Source: an optimization exercise on an open RTL-to-GDS flow (aim: small area). Production flows keep margins and buffers that such runs may drop. In this exercise RTL edits were held to simulation tests only and were not proved equivalent to the original. Power is estimated from default activity; no workload was simulated. No driver is modelled on the clock port, so clocking that relies on it looks cheaper here than on a real chip.

$ cat flow/design.v
`timescale 1ns / 1ps
module LineBuffer
               #(parameter LINE_W = 64)  
               (input clk,
               input [7:0] input_data,
               input shift,
               output [7:0] tap1,           
               output [7:0] tap_r,          
               output [7:0] tap_c,          
               output [7:0] tap_l,          
               output [7:0] tap_w,          
               output [7:0] tap_t);         
localparam N = 2*LINE_W;
reg [8*N-1:0] chain;
always @(posedge clk)
  if (shift)
    chain <= {chain[8*N-9:0], input_data};
assign tap1  = chain[8*1-1 -: 8];
assign tap_r = chain[8*(LINE_W-1)-1 -: 8];
assign tap_c = chain[8*LINE_W-1 -: 8];
assign tap_l = chain[8*(LINE_W+1)-1 -: 8];
assign tap_w = chain[8*(N-1)-1 -: 8];
assign tap_t = chain[8*N-1 -: 8];
endmodule
`timescale 1ns / 1ps
module MulAcc
               (input [7:0] c,  
               input [7:0] l,   
               input [7:0] r,   
               input [7:0] t,   
               input [7:0] b,   
               output [7:0] pixel_odata);
wire w1 = l[0] ^ r[0];
wire w2 = l[0] & r[0];
wire w3 = l[1] ^ r[1] ^ t[1];
wire w4 = (l[1] & (r[1] | t[1])) | (r[1] & t[1]);
wire w5 = l[2] ^ r[2] ^ t[2];
wire w6 = (l[2] & (r[2] | t[2])) | (r[2] & t[2]);
wire w7 = l[3] ^ r[3] ^ t[3];
wire w8 = (l[3] & (r[3] | t[3])) | (r[3] & t[3]);
wire w9 = l[4] ^ r[4] ^ t[4];
wire w10 = (l[4] & (r[4] | t[4])) | (r[4] & t[4]);
wire w11 = l[5] ^ r[5] ^ t[5];
wire w12 = (l[5] & (r[5] | t[5])) | (r[5] & t[5]);
wire w13 = l[6] ^ r[6] ^ t[6];
wire w14 = (l[6] & (r[6] | t[6])) | (r[6] & t[6]);
wire w15 = l[7] ^ r[7] ^ t[7];
wire w16 = (l[7] & (r[7] | t[7])) | (r[7] & t[7]);
wire w17 = t[0] ^ b[0];
wire w18 = t[0] & b[0];
wire w19 = b[1] ^ w2 ^ w3;
wire w20 = (b[1] & (w2 | w3)) | (w2 & w3);
wire w21 = b[2] ^ w4 ^ w5;
wire w22 = (b[2] & (w4 | w5)) | (w4 & w5);
wire w23 = b[3] ^ w6 ^ w7;
wire w24 = (b[3] & (w6 | w7)) | (w6 & w7);
wire w25 = b[4] ^ w8 ^ w9;
wire w26 = (b[4] & (w8 | w9)) | (w8 & w9);
wire w27 = b[5] ^ w10 ^ w11;
wire w28 = (b[5] & (w10 | w11)) | (w10 & w11);
wire w29 = b[6] ^ w12 ^ w13;
wire w30 = (b[6] & (w12 | w13)) | (w12 & w13);
wire w31 = b[7] ^ w14 ^ w15;
wire w32 = (b[7] & (w14 | w15)) | (w14 & w15);
wire w33 = w1 ^ w17;
wire w34 = w1 & w17;
wire w35 = w18 ^ w19 ^ w34;
wire w36 = (w18 & (w19 | w34)) | (w19 & w34);
wire w37 = w20 ^ w21 ^ w36;
wire w38 = (w20 & (w21 | w36)) | (w21 & w36);
wire w39 = w22 ^ w23 ^ w38;
wire w40 = (w22 & (w23 | w38)) | (w23 & w38);
wire w41 = w24 ^ w25 ^ w40;
wire w42 = (w24 & (w25 | w40)) | (w25 & w40);
wire w43 = w26 ^ w27 ^ w42;
wire w44 = (w26 & (w27 | w42)) | (w27 & w42);
wire w45 = w28 ^ w29 ^ w44;
wire w46 = (w28 & (w29 | w44)) | (w29 & w44);
wire w47 = w30 ^ w31 ^ w46;
wire w48 = (w30 & (w31 | w46)) | (w31 & w46);
wire w49 = w16 ^ w32 ^ w48;
wire w50 = (w16 & (w32 | w48)) | (w32 & w48);
wire w51 = c[0] ^ c[2];
wire w52 = c[0] & c[2];
wire w53 = c[1] ^ c[3] ^ w52;
wire w54 = (c[1] & (c[3] | w52)) | (c[3] & w52);
wire w55 = c[2] ^ c[4] ^ w54;
wire w56 = (c[2] & (c[4] | w54)) | (c[4] & w54);
wire w57 = c[3] ^ c[5] ^ w56;
wire w58 = (c[3] & (c[5] | w56)) | (c[5] & w56);
wire w59 = c[4] ^ c[6] ^ w58;
wire w60 = (c[4] & (c[6] | w58)) | (c[6] & w58);
wire w61 = c[5] ^ c[7] ^ w60;
wire w62 = (c[5] & (c[7] | w60)) | (c[7] & w60);
wire w63 = c[6] ^ w62;
wire w64 = c[6] & w62;
wire w65 = c[7] ^ w64;
wire w66 = c[7] & w64;
wire w67 = w33 ^ ~c[0];
wire w68 = w33 & ~c[0];
wire w69 = w35 ^ ~c[1] ^ w68;
wire w70 = (w35 & (~c[1] | w68)) | (~c[1] & w68);
wire w71 = w37 ^ ~w51 ^ w70;
wire w72 = (w37 & (~w51 | w70)) | (~w51 & w70);
wire w73 = w39 ^ ~w53 ^ w72;
wire w74 = (w39 & (~w53 | w72)) | (~w53 & w72);
wire w75 = w41 ^ ~w55 ^ w74;
wire w76 = (w41 & (~w55 | w74)) | (~w55 & w74);
wire w77 = w43 ^ ~w57 ^ w76;
wire w78 = (w43 & (~w57 | w76)) | (~w57 & w76);
wire w79 = w45 ^ ~w59 ^ w78;
wire w80 = (w45 & (~w59 | w78)) | (~w59 & w78);
wire w81 = w47 ^ ~w61 ^ w80;
wire w82 = (w47 & (~w61 | w80)) | (~w61 & w80);
wire w83 = w49 ^ ~w63 ^ w82;
wire w84 = (w49 & (~w63 | w82)) | (~w63 & w82);
wire w85 = w50 ^ ~w65 ^ w84;
wire w86 = (w50 & (~w65 | w84)) | (~w65 & w84);
wire w87 = ~w66 ^ w86;
wire w88 = ~w66 & w86;
wire w89 = 1'b1 ^ w88;
wire w90 = 1'b1 & w88;
wire [7:0] u = {w81, w79, w77, w75, w73, w71, w69, w67};  
wire pos = w89;  
wire [7:0] ones;
assign ones[0] = 1'b1;
genvar i;
generate for (i = 1; i < 8; i = i + 1) begin : g_abs
  assign ones[i] = ones[i-1] & u[i-1];
end endgenerate
assign pixel_odata = u ^ ({8{pos}} | ones);
endmodule
`timescale 1ns / 1ps
module CntrLogic
                ( input clk,
                input reset,  
                input is_valid_input,
                output col_first,  
                output col_last,   
                output rows_ok     
);
reg [5:0] col;
reg [1:0] rows;
wire fb = col[5] ^ col[4] ^ (col[4:0] == 5'd0);
assign col_first = (col == 6'b000000);
assign col_last  = (col == 6'b100000);
assign rows_ok   = rows[1];
always @(posedge clk) begin
  if (reset) begin
    col <= 0;
    rows <= 0;
  end else if (is_valid_input) begin
    col <= {col[4:0], fb};
    if (col_last && !rows[1])
      rows <= rows + 1'b1;
  end
end
endmodule
`timescale 1ns / 1ps
module TopModule(
input axis_clk,
input axis_resetn,
input i_datavalid,
input [7:0] idata,
output s_axis_ready,
output o_datavalid,
output [7:0] odata,
input m_axis_ready,  
output intr
    );
localparam LINE_W = 64;
wire reset = !axis_resetn;
wire col_first, col_last, rows_ok;
wire [7:0] tap1, tap_r, tap_c, tap_l, tap_w, tap_t;
wire [7:0] result;
reg [7:0] odata_r;
reg       ovalid_r;
reg [7:0] last_px;   
reg       last_due;  
assign s_axis_ready = 1'b1;
assign o_datavalid = ovalid_r;
assign odata = odata_r;
assign intr = last_due;
CntrLogic ctrl (
  .clk(axis_clk), .reset(reset), .is_valid_input(i_datavalid),
  .col_first(col_first), .col_last(col_last), .rows_ok(rows_ok));
LineBuffer #(.LINE_W(LINE_W)) lines (
  .clk(axis_clk), .input_data(idata), .shift(i_datavalid),
  .tap1(tap1), .tap_r(tap_r), .tap_c(tap_c), .tap_l(tap_l),
  .tap_w(tap_w), .tap_t(tap_t));
MulAcc mac (
  .c(tap_c),
  .l(col_first ? tap1 : tap_l),
  .r(col_last ? tap_w : tap_r),
  .t(tap_t),
  .b(idata),
  .pixel_odata(result));
wire take = i_datavalid & rows_ok;
always @(posedge axis_clk) begin
  if (reset) begin
    ovalid_r <= 1'b0;
    last_due <= 1'b0;
  end else begin
    ovalid_r <= last_due | (take & !col_first);
    last_due <= take & col_last;
  end
end
always @(posedge axis_clk) begin
  if (take & col_first)
    last_px <= result;
  if (last_due)
    odata_r <= last_px;
  else
    odata_r <= result;
end
endmodule
$ cat flow/config.mk
export PLATFORM = sky130hd
export DESIGN_NAME = TopModule
export DESIGN_NICKNAME = TopModule
export VERILOG_FILES = /design/flow/design.v
export SDC_FILE = /design/flow/constraint.sdc
export NUM_CORES = 4
export LEC_CHECK = 0
export CAP_MARGIN = 5
export CORE_MARGIN = 2
export CORE_UTILIZATION = 65
export PLACE_DENSITY = 0.9
export SLEW_MARGIN = 5
$ cat flow/standard.sh
#!/bin/bash
# synth_recipe.tcl (not shown) runs the flow's synth.tcl, then flattens the netlist and writes it again
# the make line also repeats each setting of config.mk as NAME=value (left out here)
make -C /OpenROAD-flow-scripts/flow DESIGN_CONFIG=/design/flow/config.mk WORK_HOME=/design/flow/orfs CLKGATE_MAP_FILE= SYNTH_SCRIPT=/design/flow/synth_recipe.tcl "${@:-finish}"
$ cat flow/constraint.sdc
create_clock -name core_clock -period 10.0 [get_ports {axis_clk}]
set_input_delay 2.0000 -clock core_clock [delete_from_list [all_inputs] [get_ports {axis_clk}]]
set_output_delay 2.0000 -clock core_clock [all_outputs]
set_load 0.01 [all_outputs]
$ cat flow/flow/run.sh
#!/bin/bash
# Standard ORFS layout with two changes: the clock tree uses clkbuf_8 only,
# with sink clusters of up to 19 flip-flops and no dummy loads, and the
# port buffers are buf_1.
set -euo pipefail
export CTS_ARGS="-sink_clustering_enable -repair_clock_nets -sink_clustering_size 19 -sink_clustering_max_diameter 100 -dont_use_dummy_load -buf_list sky130_fd_sc_hd__clkbuf_8"
export BUFFER_PORTS_ARGS="-buffer_cell sky130_fd_sc_hd__buf_1"
bash standard.sh > standard.log 2>&1
==> results of run 1 <==
worst max-delay path: cells and delay by family (launching register included):
kind / cells / cell delay, ns
adder cells (fa/ha/maj): 10 / 3.77
AND/OR/NAND/NOR: 4 / 1.29
AO/OA/AOI/OAI: 2 / 0.58
flip-flops: 1 / 0.36
multiplexers: 1 / 0.32
buffers and inverters: 4 / 0.28
area by class of cell:
cell class              instances  share of cell area (%)
inverters                      36                   0.389
diodes                          1                 0.00719
well taps                     672                    2.42
multi-input cells             131                    4.15
flip-flops and latches       1050                    90.1
clock buffers                  61                    2.41
repair buffers                 27                   0.486
state kept, by name, summed over array words and instances (netlist names):
| register | count |
|---|---|
| lines.chain | 1024 |
| last_px | 8 |
| odata_r | 8 |
| ctrl.col | 6 |
| ctrl.rows | 2 |
| last_due | 1 |
| ovalid_r | 1 |
power by group:
| group | switching [mW] | internal (mW) |
|---|---|---|
| Sequential | 0.0944 | 5.15 |
| Combinational | 0.392 | 0.214 |
| Clock | 1.12 | 0.547 |
kinds of logic (layout without fill, tap and decap cells):
group	Yosys count	after routing	share of synthesized area [%]
simple gates	38	38	0.649
flops	1050	1050	95.2
other cells	1	2	0.0114
compound gates	22	22	0.448
fa+ha+maj	43	43	2.41
xor+xnor	4	4	0.106
buf+inv	40	124	0.467
mux	23	23	0.760
metal layers:
metal,up-vias,track usage [%],share of wire (%)
met2,298,24.0,46
li1,4923,-,-
met5,-,0,0.019
met4,2,5.68,2.7
met1,5593,24.7,46
met3,95,2.84,5.0
layout by cell type, fill, tap and decap left out, types with 2 or more instances in the layout:
cell and count:
nand2_2 2, o21ai_0 3, o21a_1 5, fa_1 34
and2_1 2, clkbuf_8 61, nor2_1 7, o31ai_1 4
a21oi_1 4, xor2_1 3, buf_12 3, o211ai_1 2
and4_1 2, nor2b_1 6, inv_1 36, mux2_2 16
buf_1 19, buf_4 4, mux2i_1 7, nor3_1 4
nand2_1 9, edfxtp_1 1032, ha_1 9, and3_1 2
dfxtp_1 18
path summary, 6_finish.rpt:
path,from,endpoint,slack [ns],cells after the start
hold / removal,lines.chain[716],lines.chain[724],0.38,0
hold reg to reg,lines.chain[716],lines.chain[724],0.38,0
setup reg to reg,ctrl.col[0],last_px[6],3.16,21
setup / recovery,ctrl.col[0],last_px[6],3.16,21
through the flow:
| step | hold slack (ns) | area [um^2] | std cells |
|---|---|---|---|
| after detailed placement | 0.405 | 33900 | 1916 |
| after CTS | 0.375 | 34800 | 1977 |
| after floorplan | 0.400 | 32900 | 1221 |
| final | 0.377 | 34800 | 1978 |
| after global placement | 0.403 | 33900 | 1916 |
| after global routing | 0.386 | 34800 | 1977 |
==> results.py, run 1 <==
metrics = {
    "die": {
        "die_h_um": 229,
        "die_x_um": 229,
        "start_util_pct": 65.8,
        "die_area_um2": 52500,
        "core_area_um2": 50100,
        "placementRows": 82,
        "io_pins": 23,
    },
    "global_routing": {
        "grt_max_degree": 233,
        "grt_pass1_wl_mm": 62.7,
        "grt_usage_pct": 16.0,
        "grt_pass1_vias": 10900,
        "antenna_found_initial": 1,
        "overflow": 0,
    },
    "logic_synthesis": {
        "synthArstFlopShare_pct": 0,
        "synth_area_leaders": "edfxtp_1 94%, fa_1 2.1%, dfxtp_1 1.1%",
        "synth-seq-area-share_pct": 95.2,
        "syn_inst": 1221,
        "synth_ff_type": "edfxtp_1",
        "synth_top_area_share_pct": 94.1,
        "synth_edf_count": 1032,
        "synth_area_um2": 32900,
        "ys_types": 34,
        "synth_common_cells": "1032 x edfxtp_1, 36 x inv_1, 34 x fa_1",
        "yosys.cell_count.top_type": "edfxtp_1",
        "yosysTopAreaCell": "edfxtp_1",
        "syn_area_per_cell_um2": 27.0,
        "synthesis.nets": 1276,
        "ys_ff_latch": 1050,
        "ys_warn_count": 3,
    },
    "detailed_routing": {
        "drt_iter0_drc": 1312,
        "drt_wl_total_mm": 42.1,
        "wl_per_cell_um": 21.3,
        "vias": 10900,
        "viasPerCell": 5.52,
        "drt_first_pass_iters": 6,
        "drc": 0,
        "ant_nets": 0,
    },
    "pwr": {
        "power_density_nw_per_um2": 216,
        "p_leak_nw": 11.5,
        "ir_drop_uv": 138,
        "finalPower_mw": 7.51,
    },
    "clocking": {
        "tritoncts": "yes",
        "clock-root-buffer": "clkbuf_8",
        "cts_resized": 0,
        "ctsHoldBuffers": 0,
        "cts.sinks": 1050,
        "cts_buffers": 61,
        "clock_path_buffers": 3,
        "clk_latency_ns": 0.68,
        "htree_levels": 2,
        "clkTransAtPathRegs_ns": 0.12,
        "post_cts.repair.setup_buffers": 0,
    },
    "cells_and_area": {
        "area_growth_pct": 5.56,
        "multi_input_area_um2": 1440,
        "seqCellArea_um2": 31400,
        "nets": 1362,
        "fin_util_pct": 69.5,
        "fillers": 2726,
        "drive_gt1_share_pct": 6.82,
    },
    "timing": {
        "max_freq_mhz": 146,
        "hold_viol": 0,
        "fin_setup_tns_ns": 0,
        "setup_slack_ns": 3.16,
        "maxSlewHeadroom_pct": 18.3,
        "fin_crit_ns": 6.84,
        "slew_viol_final": 0,
        "skew_ns": 0.0499,
        "setup_viol": 0,
        "worst_pin_slew_ns": 1.23,
        "grt_setup_unrepaired": "false",
        "fin_crit_sh_pct": 68.4,
    },
    "critical_path": {
        "cp_common_cell": "fa_1",
        "slowest_stage": "fa_1",
        "crit_type": "reg2reg",
        "worstPathCellList": "nor4_4 -> nand2_2 -> mux2i_1 -> fa_1 -> inv_1 -> fa_1 -> fa_1 -> fa_1 -> fa_1 -> fa_1 -> inv_1 -> fa_1 -> fa_1 -> inv_1 -> fa_1 -> inv_1 -> fa_1 -> o22ai_1 -> o21ai_2 -> nor3_1 -> nor2_1",
        "required_ns": 10.46,
        "endpoint_kind": "flip-flop",
        "crit_path_max_incr_delay_ns": 0.48,
        "start_kind": "flip-flop",
        "crit_fanout": 10,
        "cp.arrival_ns": 7.30,
    },
    "placed_design": {
        "place_congestion": 0.780,
        "pre_cts_slack_ns": 3.02,
        "io_buffers": 20,
        "dp_hpwl_mm": 23.2,
    },
    "status": {
        "status": "timing/DRC/antenna clean",
    },
    "worst_hold_path": {
        "min-delay-path-class": "reg2reg",
    },
    "job": {
        "maxCapViolations": 0,
    },
}
==> run 2: changes to the inputs <==
--- a/flow/config.mk
+++ b/flow/config.mk
@@ -9,4 +9,4 @@
 export CORE_MARGIN = 2
 export CORE_UTILIZATION = 65
-export PLACE_DENSITY = 0.9
+export PLACE_DENSITY = 0.8
 export SLEW_MARGIN = 5
==> results.py, run 2 <==
metrics = {
    "status": {
        "status": "timing/DRC/antenna clean",
    },
    "logic_synthesis": {
        "synth_area_leaders": "edfxtp_1 94%, fa_1 2.1%, dfxtp_1 1.1%",
        "synth-seq-area-share_pct": 95.2,
        "ys_types": 34,
        "synthArstFlopShare_pct": 0,
        "synth_common_cells": "1032 x edfxtp_1, 36 x inv_1, 34 x fa_1",
        "yosysTopAreaCell": "edfxtp_1",
        "syn_inst": 1221,
        "synth_ff_type": "edfxtp_1",
        "synth_top_area_share_pct": 94.1,
        "synth_edf_count": 1032,
        "ys_warn_count": 3,
        "syn_area_per_cell_um2": 27.0,
        "yosys.cell_count.top_type": "edfxtp_1",
        "synth_area_um2": 32900,
        "synthesis.nets": 1276,
        "ys_ff_latch": 1050,
    },
    "timing": {
        "fin_crit_sh_pct": 65.4,
        "skew_ns": 0.0508,
        "hold_viol": 0,
        "grt_setup_unrepaired": "false",
        "worst_pin_slew_ns": 1.18,
        "max_freq_mhz": 153,
        "setup_viol": 0,
        "maxSlewHeadroom_pct": 21.6,
        "fin_setup_tns_ns": 0,
        "fin_crit_ns": 6.54,
        "setup_slack_ns": 3.46,
        "slew_viol_final": 0,
    },
    "die": {
        "core_area_um2": 50100,
        "die_area_um2": 52500,
        "placementRows": 82,
        "die_x_um": 229,
        "die_h_um": 229,
        "io_pins": 23,
        "start_util_pct": 65.8,
    },
    "cells_and_area": {
        "final_common_cell": "edfxtp_1",
        "diodes": 0,
        "area_growth_pct": 5.58,
        "mostFrequentLayoutCells": "1032 x edfxtp_1, 61 x clkbuf_8, 36 x inv_1, 34 x fa_1, 19 x buf_1",
        "fin_util_pct": 69.5,
        "drive_gt1_share_pct": 6.89,
        "top_regs": "lines.chain: 1024 flops, last_px: 8 flops, odata_r: 8 flops",
        "largest_register": "lines.chain",
        "largest_reg_flops": 1024,
        "nets": 1363,
        "instances_no_fill": 1978,
    },
    "critical_path": {
        "crit_fanout": 10,
        "crit_type": "reg2reg",
        "required_ns": 10.43,
        "cp.arrival_ns": 6.97,
        "start_kind": "flip-flop",
        "worst_r2r_startpoint": "ctrl.col[0]",
        "r2r.worst_path.cells": 19,
        "reg2reg_to": "last_px[3]",
        "r2r_slack_ns": 3.46,
        "endpoint_kind": "flip-flop",
    },
    "pwr": {
        "power_density_nw_per_um2": 213,
        "ir_drop_uv": 149,
        "finalPower_mw": 7.43,
        "p_leak_nw": 11.5,
    },
    "clocking": {
        "clock_path_buffers": 3,
        "tritoncts": "yes",
        "clk_latency_ns": 0.68,
        "cts_resized": 0,
        "clkTransAtPathRegs_ns": 0.12,
        "clock-root-buffer": "clkbuf_8",
        "post_cts.repair.setup_buffers": 0,
        "ctsHoldBuffers": 0,
        "htree_levels": 2,
        "cts_buffers": 61,
        "cts.sinks": 1050,
    },
    "global_routing": {
        "grt_pass1_wl_mm": 59.7,
        "grt_usage_pct": 15.0,
        "antenna_found_initial": 0,
        "grt_max_degree": 227,
        "overflow": 0,
        "grt_pass1_vias": 10500,
    },
    "placed_design": {
        "place_congestion": 0.748,
        "io_buffers": 20,
        "dp_cells": 1917,
        "pre_cts_slack_ns": 3.21,
        "dp_hpwl_mm": 19.8,
    },
    "detailed_routing": {
        "wl_met3_mm": 1.52,
        "viasPerCell": 5.44,
        "drt_first_pass_iters": 5,
        "wl_per_cell_um": 19.4,
        "routedLengthMet1_mm": 19.5,
        "ant_nets": 0,
        "vias": 10800,
        "top_layer_used": "met4",
        "drt_iter0_drc": 1025,
        "met2_wirelength_mm": 16.7,
        "drc": 0,
        "drt_wl_total_mm": 38.5,
    },
    "worst_hold_path": {
        "hold_depth": 0,
        "holdPathEnd": "lines.chain[252]",
        "min-delay-path-class": "reg2reg",
        "min_from": "lines.chain[244]",
    },
    "job": {
        "maxCapViolations": 0,
    },
}
==> run 2: final cells by class <==
type / count / area [um^2]
Fill cell: 2811 / 15300
Tap cell: 672 / 841
Clock buffer: 61 / 840
Sequential cell: 1050 / 31400
Multi-Input combinational cell: 131 / 1440
Timing Repair Buffer: 28 / 176
Inverter: 36 / 135
==> run 2: power by group <==
group | internal (mW) | leakage (nW) | switching (mW) | total (mW)
Combinational | 0.205 | 0.816 | 0.331 | 0.535
Clock | 0.547 | 0.439 | 1.11 | 1.65
Sequential | 5.15 | 10.2 | 0.0910 | 5.24
==> run 2: per-layer routing <==
| layer | vias up | GRT usage, % |
|---|---|---|
| li1 | 4921 | - |
| met1 | 5611 | 25.0 |
| met2 | 176 | 20.6 |
| met3 | 57 | 3.19 |
| met4 | 0 | 3.96 |
| met5 | - | 0 |
==> run 2: how the worst max path moves through the flow <==
| stage | startpoint | to | slack [ns] |
|---|---|---|---|
| floorplan | idata[1] | last_px[7] | 3.59 |
| global placement | idata[1] | last_px[7] | 3.29 |
| detailed placement | idata[1] | last_px[7] | 3.21 |
| CTS | ctrl.col[0] | odata_r[7] | 3.43 |
| global route | ctrl.col[0] | last_px[3] | 3.12 |
| finish | ctrl.col[0] | last_px[3] | 3.46 |
==> run 2: through the flow <==
step / hold WS (ns) / area [um^2]
after global placement: 0.402 / 33900
final: 0.358 / 34800
after floorplan: 0.400 / 32900
after global routing: 0.371 / 34800
after detailed placement: 0.405 / 33900
after CTS: 0.359 / 34800
==> run 2: kinds of logic after synthesis <==
| logic type | Yosys count | synth area share [%] |
|---|---|---|
| compound gates | 22 | 0.448 |
| xor+xnor | 4 | 0.106 |
| fa+ha+maj | 43 | 2.41 |
| buf+inv | 40 | 0.467 |
| flops | 1050 | 95.2 |
| mux | 23 | 0.760 |
| other cells | 1 | 0.0114 |
| simple gates | 38 | 0.649 |
==> run 2: critical path, cell delays in order (launching register included) <==
cell and delay, ns:
dfxtp_1 0.36, nor4_4 0.47, nand2_2 0.32, mux2i_1 0.22, fa_1 0.54, inv_1 0.04, fa_1 0.45, fa_1 0.43
fa_1 0.39, fa_1 0.48, fa_1 0.44, fa_1 0.38, fa_1 0.39, fa_1 0.36, inv_1 0.07, fa_1 0.19
a21oi_1 0.11, o21ai_2 0.36, o21a_1 0.20, nor2_1 0.05
==> run 3: changes to the inputs <==
==> flow/flow/run.sh (replaced) <==
#!/bin/bash
# Standard ORFS layout with two changes: the clock tree uses clkbuf_8 only,
# with sink clusters of up to 19 flip-flops and no dummy loads, and the
# port buffers are buf_1.
set -euo pipefail
export CTS_ARGS="-sink_clustering_enable -repair_clock_nets -sink_clustering_size 19 -sink_clustering_max_diameter 100 -dont_use_dummy_load -buf_list {sky130_fd_sc_hd__clkbuf_8 sky130_fd_sc_hd__clkbuf_16}"
export BUFFER_PORTS_ARGS="-buffer_cell sky130_fd_sc_hd__buf_1"
bash standard.sh > standard.log 2>&1
==> results.py, run 3 <==
metrics = {
    "critical_path": {
        "crit_type": "reg2reg",
        "crit_path_max_incr_delay_ns": 0.54,
        "crit_fanout": 10,
        "required_ns": 10.35,
        "worst_r2r_startpoint": "ctrl.col[0]",
        "cp_common_cell": "fa_1",
        "r2r_slack_ns": 3.48,
        "endpoint_kind": "flip-flop",
        "cp.arrival_ns": 6.88,
        "worstPathCellList": "nor4_4 -> nand2_2 -> mux2i_1 -> fa_1 -> inv_1 -> fa_1 -> fa_1 -> fa_1 -> fa_1 -> fa_1 -> fa_1 -> fa_1 -> fa_1 -> inv_1 -> fa_1 -> a21oi_1 -> o21ai_2 -> o21a_1 -> nor2_1",
        "slowest_stage": "fa_1",
        "start_kind": "flip-flop",
        "r2r.worst_path.cells": 19,
        "reg2reg_to": "last_px[3]",
    },
    "detailed_routing": {
        "drc": 0,
        "drt_wl_total_mm": 42.0,
        "vias": 10900,
        "wl_per_cell_um": 21.2,
        "drt_first_pass_iters": 5,
        "drt_iter0_drc": 1179,
        "ant_nets": 0,
        "viasPerCell": 5.49,
    },
    "global_routing": {
        "antenna_found_initial": 0,
        "grt_usage_pct": 16.3,
        "grt_max_degree": 227,
        "grt_pass1_wl_mm": 64.1,
        "overflow": 0,
        "grt_pass1_vias": 10700,
    },
    "logic_synthesis": {
        "yosys.cell_count.top_type": "edfxtp_1",
        "synthesis.nets": 1276,
        "synth_common_cells": "1032 x edfxtp_1, 36 x inv_1, 34 x fa_1",
        "synth_area_um2": 32900,
        "ys_ff_latch": 1050,
        "yosysTopAreaCell": "edfxtp_1",
        "synth_ff_type": "edfxtp_1",
        "ys_types": 34,
        "synth_edf_count": 1032,
        "ys_warn_count": 3,
        "synth_area_leaders": "edfxtp_1 94%, fa_1 2.1%, dfxtp_1 1.1%",
        "syn_area_per_cell_um2": 27.0,
        "syn_inst": 1221,
        "synth-seq-area-share_pct": 95.2,
        "synth_top_area_share_pct": 94.1,
        "synthArstFlopShare_pct": 0,
    },
    "cells_and_area": {
        "final_common_cell": "edfxtp_1",
        "area_growth_pct": 7.66,
        "mostFrequentLayoutCells": "1032 x edfxtp_1, 61 x clkbuf_16, 36 x inv_1, 34 x fa_1, 19 x buf_1",
        "instances_no_fill": 1978,
        "largest_reg_flops": 1024,
        "largest_register": "lines.chain",
        "top_regs": "lines.chain: 1024 flops, last_px: 8 flops, odata_r: 8 flops",
        "diodes": 0,
        "nets": 1363,
        "drive_gt1_share_pct": 6.89,
        "fin_util_pct": 70.8,
    },
    "status": {
        "status": "timing/DRC/antenna clean",
    },
    "timing": {
        "max_freq_mhz": 153,
        "worst_pin_slew_ns": 1.19,
        "maxSlewHeadroom_pct": 20.8,
        "slew_viol_final": 0,
        "fin_setup_tns_ns": 0,
        "setup_viol": 0,
        "hold_viol": 0,
        "grt_setup_unrepaired": "false",
        "fin_crit_ns": 6.52,
        "fin_crit_sh_pct": 65.2,
        "skew_ns": 0.0317,
    },
    "worst_hold_path": {
        "holdPathEnd": "lines.chain[252]",
        "hold_depth": 0,
        "min_from": "lines.chain[244]",
        "min-delay-path-class": "reg2reg",
    },
    "clocking": {
        "clock_path_buffers": 3,
        "clkTransAtPathRegs_ns": 0.08,
        "clock-root-buffer": "clkbuf_16",
        "cts.sinks": 1050,
        "ctsHoldBuffers": 0,
        "cts_resized": 0,
        "cts_buffers": 61,
        "clk_latency_ns": 0.61,
        "htree_levels": 2,
        "post_cts.repair.setup_buffers": 0,
        "tritoncts": "yes",
    },
    "pwr": {
        "power_density_nw_per_um2": 228,
        "ir_drop_uv": 203,
        "finalPower_mw": 8.08,
        "p_leak_nw": 11.8,
    },
    "die": {
        "start_util_pct": 65.8,
        "placementRows": 82,
        "io_pins": 23,
        "die_x_um": 229,
        "die_h_um": 229,
        "core_area_um2": 50100,
        "die_area_um2": 52500,
    },
    "placed_design": {
        "dp_hpwl_mm": 19.8,
        "place_congestion": 0.748,
        "io_buffers": 20,
        "dp_cells": 1917,
    },
    "job": {
        "maxCapViolations": 0,
    },
}
==> run 3: cell counts after synthesis <==
Identical to the previous run, type by type.
==> run 3: logic make-up after synthesis <==
group / count (synthesis) / share of synthesized area, %
simple gates: 38 / 0.649
fa+ha+maj: 43 / 2.41
other cells: 1 / 0.0114
mux: 23 / 0.760
xor+xnor: 4 / 0.106
compound gates: 22 / 0.448
flops: 1050 / 95.2
buf+inv: 40 / 0.467
==> run 3: critical path, delay by kind of cell, from the launching register on <==
family                   cells  cell delay, ns
adder cells (fa/ha/maj)     10            4.08
AND/OR/NAND/NOR              3            0.82
AO/OA/AOI/OAI                3            0.68
flip-flops                   1            0.35
multiplexers                 1            0.21
buffers and inverters        2            0.11
==> run 3: how the worst max path moves through the flow <==
| stage | startpoint | endpoint | slack (ns) | cells after the start |
|---|---|---|---|---|
| final | ctrl.col[0] | last_px[3] | 3.48 | 19 |
| after global routing | ctrl.col[0] | last_px[3] | 3.16 | 19 |
| after CTS | ctrl.col[0] | last_px[3] | 3.46 | 19 |
| after detailed placement | idata[1] | last_px[7] | 3.21 | 15 |
| after global placement | idata[1] | last_px[7] | 3.29 | 15 |
| after floorplan | idata[1] | last_px[7] | 3.59 | 14 |
==> run 3: layout make-up <==
class	count	area (um^2)
clock buffers	61	1530
fillers	2797	14600
inverters	36	135
multi-input cells	131	1440
flip-flops and latches	1050	31400
well taps	672	841
repair buffers	28	176
==> run 3: report_power, final <==
group	total, mW	internal, mW	switching (mW)
logic	0.536	0.205	0.331
registers	5.24	5.15	0.0961
clock network	2.30	1.08	1.23
total	8.08	6.43	1.65
==> run 3: through the flow <==
stage	setup WS (ns)	hold slack, ns	instance area, um^2
floorplan	3.59	0.400	32900
detailed placement	3.21	0.405	33900
finish	3.48	0.378	35500
CTS	3.46	0.376	35500
global placement	3.29	0.402	33900
global route	3.16	0.391	35500
==> run 3: metal layers <==
layer  GRT usage (%)  wire, um  up-vias
met5               0         0        -
met1            26.0     20000     5669
li1                -         -     4930
met4            3.81       685        0
met3            3.24      1810       52
met2            24.2     19500      213
==> run 4: changes to the inputs <==
==> flow/flow/run.sh (replaced) <==
#!/bin/bash
# Standard ORFS layout with two changes: the clock tree uses clkbuf_16 only,
# with sink clusters of up to 32 flip-flops and no dummy loads, and the
# port buffers are buf_1.
set -euo pipefail
export CTS_ARGS="-sink_clustering_enable -repair_clock_nets -sink_clustering_size 36 -sink_clustering_max_diameter 100 -dont_use_dummy_load -buf_list sky130_fd_sc_hd__clkbuf_16"
export BUFFER_PORTS_ARGS="-buffer_cell sky130_fd_sc_hd__buf_1"
bash standard.sh > standard.log 2>&1
--- a/flow/config.mk
+++ b/flow/config.mk
@@ -6,7 +6,7 @@
 export NUM_CORES = 4
 export LEC_CHECK = 0
-export CAP_MARGIN = 5
+export CAP_MARGIN = 20
 export CORE_MARGIN = 2
-export CORE_UTILIZATION = 65
-export PLACE_DENSITY = 0.8
-export SLEW_MARGIN = 5
+export CORE_UTILIZATION = 80
+export PLACE_DENSITY = 0.92
+export SLEW_MARGIN = 20
==> results.py, run 4 <==
metrics = {
    "status": {
        "status": "did not finish",
        "haltStage": "4_1_cts",
        "error": "[ERROR DPL-0033] detailed placement checks failed during check placement.",
    },
    "placed_design": {
        "placedInstanceArea_um2": 33800,
        "dp_hpwl_mm": 28.1,
        "io_buffers": 20,
        "pre_cts_slack_ns": 2.80,
        "place_congestion": 0.823,
        "dp_cells": 1775,
    },
    "logic_synthesis": {
        "synth_top_area_share_pct": 94.1,
        "syn_inst": 1221,
        "synth_area_um2": 32900,
        "synth_ff_type": "edfxtp_1",
        "ys_ff_latch": 1050,
        "yosys.cell_count.top_type": "edfxtp_1",
        "synth-seq-area-share_pct": 95.2,
        "ys_warn_count": 3,
        "synth_edf_count": 1032,
        "synthesis.nets": 1276,
        "synth_common_cells": "1032 x edfxtp_1, 36 x inv_1, 34 x fa_1",
        "syn_area_per_cell_um2": 27.0,
        "ys_types": 34,
        "synth_area_leaders": "edfxtp_1 94%, fa_1 2.1%, dfxtp_1 1.1%",
        "yosysTopAreaCell": "edfxtp_1",
        "synthArstFlopShare_pct": 0,
    },
    "clocking": {
        "cts.sinks": 1050,
        "cts_buffers": 35,
        "clock-root-buffer": "clkbuf_16",
        "clock_path_buffers": 3,
        "post_cts.repair.setup_buffers": 0,
        "ctsHoldBuffers": 0,
        "cts_resized": 0,
        "htree_levels": 2,
    },
    "die": {
        "start_util_pct": 80.9,
        "io_pins": 23,
        "placementRows": 74,
        "die_h_um": 207,
        "die_x_um": 207,
    },
}
[run 4: cell counts after synthesis]
Identical to the previous run, type by type.
[run 4: power groups by stage]
stage / sequential, mW / combinational [mW] / clock, mW
detailed placement: 5.34 / 0.641 / 0
floorplan: 5.29 / 0.342 / 0
global placement: 5.32 / 0.509 / 0
[run 4: cell families after synthesis]
logic type	after synthesis	share of synthesized area, %
other	1	0.0114
AND/OR/NAND/NOR	38	0.649
buffers and inverters	40	0.467
XOR/XNOR	4	0.106
multiplexers	23	0.760
flip-flops	1050	95.2
AO/OA/AOI/OAI	22	0.448
adder cells (fa/ha/maj)	43	2.41
[run 4: how the worst min path moves through the flow]
stage,endpoint,slack (ns),cells past startpoint
floorplan,lines.chain[1000],0.40,0
global placement,lines.chain[583],0.40,0
detailed placement,lines.chain[1007],0.40,0
==> run 5: changes to the inputs <==
==> flow/flow/run.sh (replaced) <==
#!/bin/bash
# Standard ORFS layout with two changes: the clock tree uses clkbuf_16 only,
# with sink clusters of up to 32 flip-flops and no dummy loads, and the
# port buffers are buf_1.
set -euo pipefail
export CTS_ARGS="-sink_clustering_enable -repair_clock_nets -sink_clustering_size 40 -sink_clustering_max_diameter 100 -dont_use_dummy_load -buf_list sky130_fd_sc_hd__clkbuf_16"
export BUFFER_PORTS_ARGS="-buffer_cell sky130_fd_sc_hd__buf_1"
bash standard.sh > standard.log 2>&1
==> results.py, run 5 <==
metrics = {
    "placed_design": {
        "dp_hpwl_mm": 28.1,
        "io_buffers": 20,
        "place_congestion": 0.823,
    },
    "clocking": {
        "cts.sinks": 1050,
        "clock_path_buffers": 3,
        "ctsHoldBuffers": 0,
        "post_cts.repair.setup_buffers": 0,
        "htree_levels": 1,
        "cts_resized": 0,
        "cts_buffers": 30,
        "clock-root-buffer": "clkbuf_16",
    },
    "die": {
        "start_util_pct": 80.9,
        "placementRows": 74,
        "die_h_um": 207,
        "die_x_um": 207,
        "io_pins": 23,
    },
    "logic_synthesis": {
        "syn_area_per_cell_um2": 27.0,
        "synthesis.nets": 1276,
        "synth_top_area_share_pct": 94.1,
        "yosysTopAreaCell": "edfxtp_1",
        "synth_ff_type": "edfxtp_1",
        "ys_ff_latch": 1050,
        "syn_inst": 1221,
        "synth_area_leaders": "edfxtp_1 94%, fa_1 2.1%, dfxtp_1 1.1%",
        "ys_types": 34,
        "synth_common_cells": "1032 x edfxtp_1, 36 x inv_1, 34 x fa_1",
        "synth_edf_count": 1032,
        "synth-seq-area-share_pct": 95.2,
        "synthArstFlopShare_pct": 0,
        "yosys.cell_count.top_type": "edfxtp_1",
        "ys_warn_count": 3,
        "synth_area_um2": 32900,
    },
    "status": {
        "status": "did not finish",
        "error": "[ERROR DPL-0033] detailed placement checks failed during check placement.",
        "haltStage": "4_1_cts",
    },
}
==> run 5: cell counts after synthesis <==
No cell type changed its count.
==> run 5: cell families after synthesis <==
group | share of synthesized area, %
buf+inv | 0.467
other cells | 0.0114
simple gates | 0.649
xor+xnor | 0.106
compound gates | 0.448
flops | 95.2
mux | 0.760
fa+ha+maj | 2.41
==> run 5: worst max path at each step <==
| stage | end | slack, ns | cells past startpoint |
|---|---|---|---|
| 3_5_place_dp | last_px[5] | 2.80 | 15 |
| 3_3_place_gp | odata_r[7] | 3.29 | 17 |
| 2_1_floorplan | last_px[7] | 3.59 | 14 |
==> run 5: power by group through the flow <==
stage	logic (mW)	registers, mW	clock network [mW]
2_1_floorplan	0.342	5.29	0
3_3_place_gp	0.509	5.32	0
3_5_place_dp	0.641	5.34	0
==> run 5: metrics by stage <==
step	worst slack [ns]	util, %	hold WS [ns]	instance area, um^2	std cells
global placement	3.29	82.9	0.403	33800	1775
detailed placement	2.80	82.9	0.405	33800	1775
floorplan	3.59	-	0.400	32900	1221
==> run 6: changes to the inputs <==
==> flow/flow/run.sh (replaced) <==
#!/bin/bash
# Standard ORFS layout with two changes: the clock tree uses clkbuf_16 only,
# with sink clusters of up to 32 flip-flops and no dummy loads, and the
# port buffers are buf_1.
set -euo pipefail
export CTS_ARGS="-sink_clustering_enable -repair_clock_nets -sink_clustering_size 32 -sink_clustering_max_diameter 100 -dont_use_dummy_load -buf_list sky130_fd_sc_hd__clkbuf_16"
export BUFFER_PORTS_ARGS="-buffer_cell sky130_fd_sc_hd__buf_1"
bash standard.sh > standard.log 2>&1
--- a/flow/config.mk
+++ b/flow/config.mk
@@ -8,5 +8,5 @@
 export CAP_MARGIN = 20
 export CORE_MARGIN = 2
-export CORE_UTILIZATION = 80
-export PLACE_DENSITY = 0.92
+export CORE_UTILIZATION = 65
+export PLACE_DENSITY = 0.8
 export SLEW_MARGIN = 20
==> results.py, run 6 <==
metrics = {
    "status": {
        "status": "timing/DRC/antenna clean",
    },
    "logic_synthesis": {
        "synth_common_cells": "1032 x edfxtp_1, 36 x inv_1, 34 x fa_1",
        "synth_top_family_by_area": "adder cells",
        "synthSimpleGateAreaFrac_pct": 0.649,
        "ys_types": 34,
        "synth_area_leaders": "edfxtp_1 94%, fa_1 2.1%, dfxtp_1 1.1%",
        "synth_top_area_share_pct": 94.1,
        "synth_edf_count": 1032,
        "synthArstFlopShare_pct": 0,
        "yosys.cell_count.top_type": "edfxtp_1",
        "synth-adder-area-share_pct": 2.41,
        "synth-seq-area-share_pct": 95.2,
        "synth_area_um2": 32900,
        "synthesis.nets": 1276,
        "synth_compound_area_share_pct": 0.448,
        "ys_warn_count": 3,
        "syn_inst": 1221,
        "ys_ff_latch": 1050,
        "yosysTopAreaCell": "edfxtp_1",
        "syn_area_per_cell_um2": 27.0,
        "synth_mux_area_share_pct": 0.760,
        "synth_xor_area_share_pct": 0.106,
        "synth_ff_type": "edfxtp_1",
    },
    "cells_and_area": {
        "area_growth_pct": 6.03,
        "final_common_cell": "edfxtp_1",
        "nets": 1341,
        "mostFrequentLayoutCells": "1032 x edfxtp_1, 38 x clkbuf_16, 36 x inv_1, 34 x fa_1, 19 x buf_1",
        "top_regs": "lines.chain: 1024 flops, last_px: 8 flops, odata_r: 8 flops",
        "seqCellArea_um2": 31400,
        "drive_gt1_share_pct": 5.30,
        "largest_reg_flops": 1024,
        "fillers": 2856,
        "largest_register": "lines.chain",
        "multi_input_area_um2": 1440,
        "diodes": 0,
    },
    "clocking": {
        "clkTransAtPathRegs_ns": 0.11,
        "post_cts.repair.setup_buffers": 0,
        "cts_buffers": 38,
        "ctsHoldBuffers": 0,
        "tritoncts": "yes",
        "clock_path_buffers": 3,
        "clock-root-buffer": "clkbuf_16",
        "cts_resized": 0,
        "clk_latency_ns": 0.60,
        "cts.sinks": 1050,
        "htree_levels": 2,
    },
    "critical_path": {
        "cp.arrival_ns": 7.05,
        "required_ns": 10.52,
        "crit_type": "reg2reg",
        "crit_start": "ctrl.col[0]",
        "crit_fanout": 10,
        "endpoint_kind": "flip-flop",
        "start_kind": "flip-flop",
        "worst_r2r_startpoint": "ctrl.col[0]",
    },
    "detailed_routing": {
        "drt_first_pass_iters": 4,
        "drt_iter0_drc": 1039,
        "drc": 0,
        "ant_nets": 0,
        "viasPerCell": 5.46,
        "vias": 10700,
        "wl_per_cell_um": 20.6,
        "drt_wl_total_mm": 40.4,
    },
    "timing": {
        "skew_ns": 0.0209,
        "fin_crit_sh_pct": 65.3,
        "fin_setup_tns_ns": 0,
        "slew_viol_final": 0,
        "grt_setup_unrepaired": "false",
        "worst_pin_slew_ns": 1.04,
        "setup_slack_ns": 3.47,
        "setup_viol": 0,
        "hold_viol": 0,
        "max_freq_mhz": 153,
        "fin_crit_ns": 6.53,
        "maxSlewHeadroom_pct": 30.8,
    },
    "global_routing": {
        "antenna_found_initial": 0,
        "grt_pass1_vias": 10400,
        "grt_max_degree": 227,
        "overflow": 0,
        "grt_pass1_wl_mm": 61.2,
        "grt_usage_pct": 15.6,
    },
    "die": {
        "placementRows": 82,
        "start_util_pct": 65.8,
        "die_area_um2": 52500,
        "io_pins": 23,
        "die_x_um": 229,
        "die_h_um": 229,
        "core_area_um2": 50100,
    },
    "worst_hold_path": {
        "min_from": "lines.chain[108]",
        "min-delay-path-class": "reg2reg",
    },
    "pwr": {
        "power_density_nw_per_um2": 217,
        "p_leak_nw": 11.5,
        "ir_drop_uv": 159,
    },
    "job": {
        "maxCapViolations": 0,
    },
    "placed_design": {
        "dp_hpwl_mm": 19.8,
        "io_buffers": 20,
        "pre_cts_slack_ns": 3.21,
        "place_congestion": 0.748,
    },
}
[run 6: cell counts after synthesis]
No cell type changed its count.
[run 6: where the power goes]
part | internal (mW) | switching (mW)
combinational | 0.207 | 0.334
sequential | 5.15 | 0.0947
clock | 0.691 | 1.12
total | 6.04 | 1.55
[run 6: per-stage QoR]
step	hold slack, ns	cells	utilization (%)	total power, mW	instance area [um^2]
after global routing	0.430	1956	69.8	7.90	34900
after CTS	0.420	1955	69.7	7.68	34900
after floorplan	0.400	1221	-	5.63	32900
after global placement	0.402	1917	67.8	5.84	33900
after detailed placement	0.405	1917	67.8	5.87	33900
final	0.417	1956	69.8	7.60	34900
[run 6: final timing paths]
kind,to,slack [ns],depth (start not counted)
hold reg to reg,lines.chain[116],0.42,0
setup reg to reg,odata_r[7],3.47,21
hold / removal,lines.chain[116],0.42,0
setup / recovery,odata_r[7],3.47,21
[run 6: logic make-up after synthesis]
group,after synthesis
compound gates,22
xor+xnor,4
fa+ha+maj,43
buf+inv,40
flops,1050
mux,23
other cells,1
simple gates,38
[run 6: layer usage]
layer	up-vias	GRT usage (%)	routed length [um]	part of all wire (%)
li1	4883	-	-	-
met1	5579	25.1	19500	48
met2	174	22.8	18500	46
met4	0	3.71	702	1.7
met5	-	0	0	0
met3	48	2.88	1650	4.1
[run 6: layout make-up]
cell class	count	share of cell area [%]
Tap cell	672	2.41
Sequential cell	1050	89.7
Multi-Input combinational cell	131	4.13
Inverter	36	0.387
Timing Repair Buffer	29	0.616
Clock buffer	38	2.72
[run 6: worst max-delay path, stage by stage (launching register included)]
cell and delay [ns]:
dfxtp_1 0.36, nor4_4 0.48, nand2_2 0.31, mux2i_1 0.21, fa_1 0.54, inv_1 0.04, fa_1 0.45, fa_1 0.43
fa_1 0.39, fa_1 0.38, fa_1 0.36, inv_1 0.07, fa_1 0.18, fa_1 0.16, inv_1 0.05, fa_1 0.48
inv_1 0.06, fa_1 0.44, a21oi_1 0.27, o21ai_2 0.19, or3_1 0.41, a31oi_1 0.17
==> run 7: changes to the inputs <==
==> flow/run.sh (new file) <==
#!/bin/bash
# synth_recipe.tcl (not shown) runs the flow's synth.tcl, then flattens the netlist and writes it again
# the make line also repeats each setting of config.mk as NAME=value (left out here)
make -C /OpenROAD-flow-scripts/flow DESIGN_CONFIG=/design/flow/config.mk WORK_HOME=/design/flow/orfs CLKGATE_MAP_FILE= SYNTH_SCRIPT=/design/flow/synth_recipe.tcl finish
--- a/flow/config.mk
+++ b/flow/config.mk
@@ -9,4 +9,7 @@
 export CORE_MARGIN = 2
 export CORE_UTILIZATION = 65
+export CTS_BUF_LIST = sky130_fd_sc_hd__clkbuf_16
+export CTS_CLUSTER_DIAMETER = 100
+export CTS_CLUSTER_SIZE = 30
 export PLACE_DENSITY = 0.8
 export SLEW_MARGIN = 20
removed: flow/flow/run.sh
removed: flow/standard.sh
==> results.py, run 7 <==
metrics = {
    "pwr": {
        "p_leak_nw": 11.7,
        "pwr-share-clk_pct": 24.7,
        "switching_power_mw": 1.60,
        "p_int_mw": 6.13,
        "power_density_nw_per_um2": 220,
        "swShare_pct": 20.7,
        "ir_drop_uv": 188,
        "comb_power_share_pct": 7.5,
        "seq_power_share_pct": 67.8,
        "finalPower_mw": 7.73,
    },
    "clocking": {
        "htree_levels": 2,
        "post_cts.repair.setup_buffers": 0,
        "cts.sinks": 1050,
        "cts_buffers": 40,
        "tritoncts": "yes",
        "clock-root-buffer": "clkbuf_16",
        "clk_latency_ns": 0.61,
        "ctsHoldBuffers": 0,
        "clock_path_buffers": 3,
        "cts_resized": 0,
        "clkTransAtPathRegs_ns": 0.12,
    },
    "critical_path": {
        "worst_r2r_startpoint": "ctrl.col[0]",
        "crit_fanout": 10,
        "required_ns": 10.49,
        "cp.arrival_ns": 7.09,
        "crit_type": "in2reg",
        "r2r_slack_ns": 3.40,
        "endpoint_kind": "flip-flop",
        "crit_start": "idata[1]",
        "start_kind": "input pin",
    },
    "global_routing": {
        "grt_usage_pct": 15.7,
        "grt_pass1_wl_mm": 62.0,
        "grt_max_degree": 199,
        "antenna_found_initial": 0,
        "overflow": 0,
        "grt_pass1_vias": 10700,
    },
    "cells_and_area": {
        "largest_reg_flops": 1024,
        "nets": 1343,
        "fin_util_pct": 70.3,
        "final_common_cell": "edfxtp_1",
        "drive_gt1_share_pct": 5.59,
        "top_regs": "lines.chain: 1024 flops, last_px: 8 flops, odata_r: 8 flops",
        "largest_register": "lines.chain",
        "mostFrequentLayoutCells": "1032 x edfxtp_1, 53 x inv_1, 41 x clkbuf_16, 34 x fa_1, 19 x clkdlybuf4s50_1",
        "area_growth_pct": 6.85,
    },
    "logic_synthesis": {
        "synthArstFlopShare_pct": 0,
        "ys_ff_latch": 1050,
        "yosysTopAreaCell": "edfxtp_1",
        "syn_area_per_cell_um2": 27.0,
        "ys_types": 34,
        "syn_inst": 1221,
        "yosys.cell_count.top_type": "edfxtp_1",
        "synth_common_cells": "1032 x edfxtp_1, 36 x inv_1, 34 x fa_1",
        "ys_warn_count": 3,
        "synth_area_um2": 32900,
        "synth_edf_count": 1032,
        "synth-seq-area-share_pct": 95.2,
        "synth_top_area_share_pct": 94.1,
        "synth_ff_type": "edfxtp_1",
        "synthesis.nets": 1276,
        "synth_area_leaders": "edfxtp_1 94%, fa_1 2.1%, dfxtp_1 1.1%",
    },
    "timing": {
        "fin_crit_ns": 6.60,
        "worst_pin_slew_ns": 1.01,
        "max_freq_mhz": 151,
        "setup_viol": 0,
        "maxSlewHeadroom_pct": 32.8,
        "fin_crit_sh_pct": 66.0,
        "grt_setup_unrepaired": "false",
        "skew_ns": 0.0323,
        "hold_viol": 0,
        "slew_viol_final": 0,
        "fin_setup_tns_ns": 0,
    },
    "placed_design": {
        "place_congestion": 0.749,
        "io_buffers": 20,
        "dp_hpwl_mm": 19.2,
    },
    "job": {
        "maxCapViolations": 0,
    },
    "detailed_routing": {
        "drt_wl_total_mm": 40.8,
        "wl_per_cell_um": 20.6,
        "drt_first_pass_iters": 5,
        "vias": 10800,
        "viasPerCell": 5.45,
        "drt_iter0_drc": 1158,
        "drc": 0,
        "ant_nets": 0,
    },
    "die": {
        "die_h_um": 229,
        "placementRows": 82,
        "die_area_um2": 52500,
        "die_x_um": 229,
        "core_area_um2": 50100,
        "start_util_pct": 65.8,
        "io_pins": 23,
    },
    "status": {
        "status": "timing/DRC/antenna clean",
    },
    "worst_hold_path": {
        "min_from": "lines.chain[968]",
        "min-delay-path-class": "reg2reg",
    },
}
[run 7: cell counts after synthesis]
No cell type changed its count.
[run 7: per-stage QoR]
step           setup slack [ns]  instances  cell area [um^2]  hold WS, ns
2_1_floorplan              3.59       1221             32900        0.400
6_report                   3.40       1979             35200        0.405
3_5_place_dp               2.82       1917             34100        0.405
5_1_grt                    3.09       1978             35200        0.408
3_3_place_gp               2.93       1917             34100        0.403
4_1_cts                    3.42       1977             35200        0.412
[run 7: layout make-up]
cell class	count	area (um^2)
clock buffer	41	1030
sequential	1050	31400
multi-input combinational	131	1440
tap	672	841
antenna	1	2.50
timing repair buffer	29	327
fill	2811	14900
clock inverter	19	81.3
inverter	36	135
[run 7: path summary, 6_finish.rpt]
check,to,cells past startpoint
worst max-delay path,odata_r[3],15
worst min-delay path,lines.chain[976],0
worst max register to register,odata_r[3],19
worst min register to register,lines.chain[976],0
[run 7: layer usage]
metal	vias up	track usage, %	wire length, um
met2	170	23.4	18900
met3	50	2.61	1560
met5	-	0	0
li1	4912	-	-
met4	0	3.98	685
met1	5645	25.2	19600
[run 7: power groups by stage]
stage          clock network, mW  registers, mW  logic, mW
5_1_grt                     2.11           5.27      0.645
3_3_place_gp                   0           5.33      0.535
3_5_place_dp                   0           5.33      0.578
2_1_floorplan                  0           5.29      0.342
6_report                    1.91           5.24      0.583
4_1_cts                     1.98           5.25      0.582
[run 7: logic make-up (layout without fill, tap and decap cells)]
logic type,after synthesis,in the layout,synth area share [%]
AOI/OAI and AO/OA,22,22,0.448
xor gates and xnor gates,4,4,0.106
adders and majority gates,43,43,2.41
buffers and inverters,40,125,0.467
DFF,1050,1050,95.2
muxes,23,23,0.760
other,1,2,0.0114
and+or+nand+nor,38,38,0.649
[run 7: worst max-delay path, stage by stage]
cell and delay, ns:
clkdlybuf4s50_1 0.48, fa_1 0.59, fa_1 0.45, fa_1 0.45, fa_1 0.39, fa_1 0.38
fa_1 0.39, fa_1 0.39, fa_1 0.37, inv_1 0.08, fa_1 0.19, a21oi_1 0.11
o21ai_2 0.38, nor3_1 0.14, o31ai_1 0.29

==> re-timing with driven ports <==
No port has a modelled driver above. Below, the same layouts with a new extraction and two added sets of constraints.
Step 1: set_driving_cell puts a clkbuf_16 on axis_clk and a buf_2 on each other input, an assumption about the parent block.
Step 2 adds t to the input delays and takes it off the output delays; t is the mean of the earliest and latest rising clock arrival at the registers after step 1. Input paths then give back, and output paths get back, about the clock's delay inside the block.
Three values: ideal ports, drivers, drivers and shift; two values: the first two.
run	t, ns	slack for setup (ns)	hold WS [ns]	pins driven straight from the clock port
run 1	0.721	3.157 / 3.157 / 2.935	0.377 / 0.377 / 0.377	1
run 2	0.714	3.457 / 3.457 / 3.243	0.358 / 0.358 / 0.358	1
run 3	0.655	3.478 / 3.478 / 3.191	0.378 / 0.378 / 0.378	1
run 6	0.641	3.469 / 3.469 / 3.218	0.417 / 0.417 / 0.417	1
run 7	0.646	3.398 / 3.399 / 2.753	0.405 / 0.405 / 0.405	1
After both steps setup and hold are still met in every run listed. For run 7, which loses most, drivers alone change the setup slack by +0.001 ns; drivers and shift together by -0.645 ns.
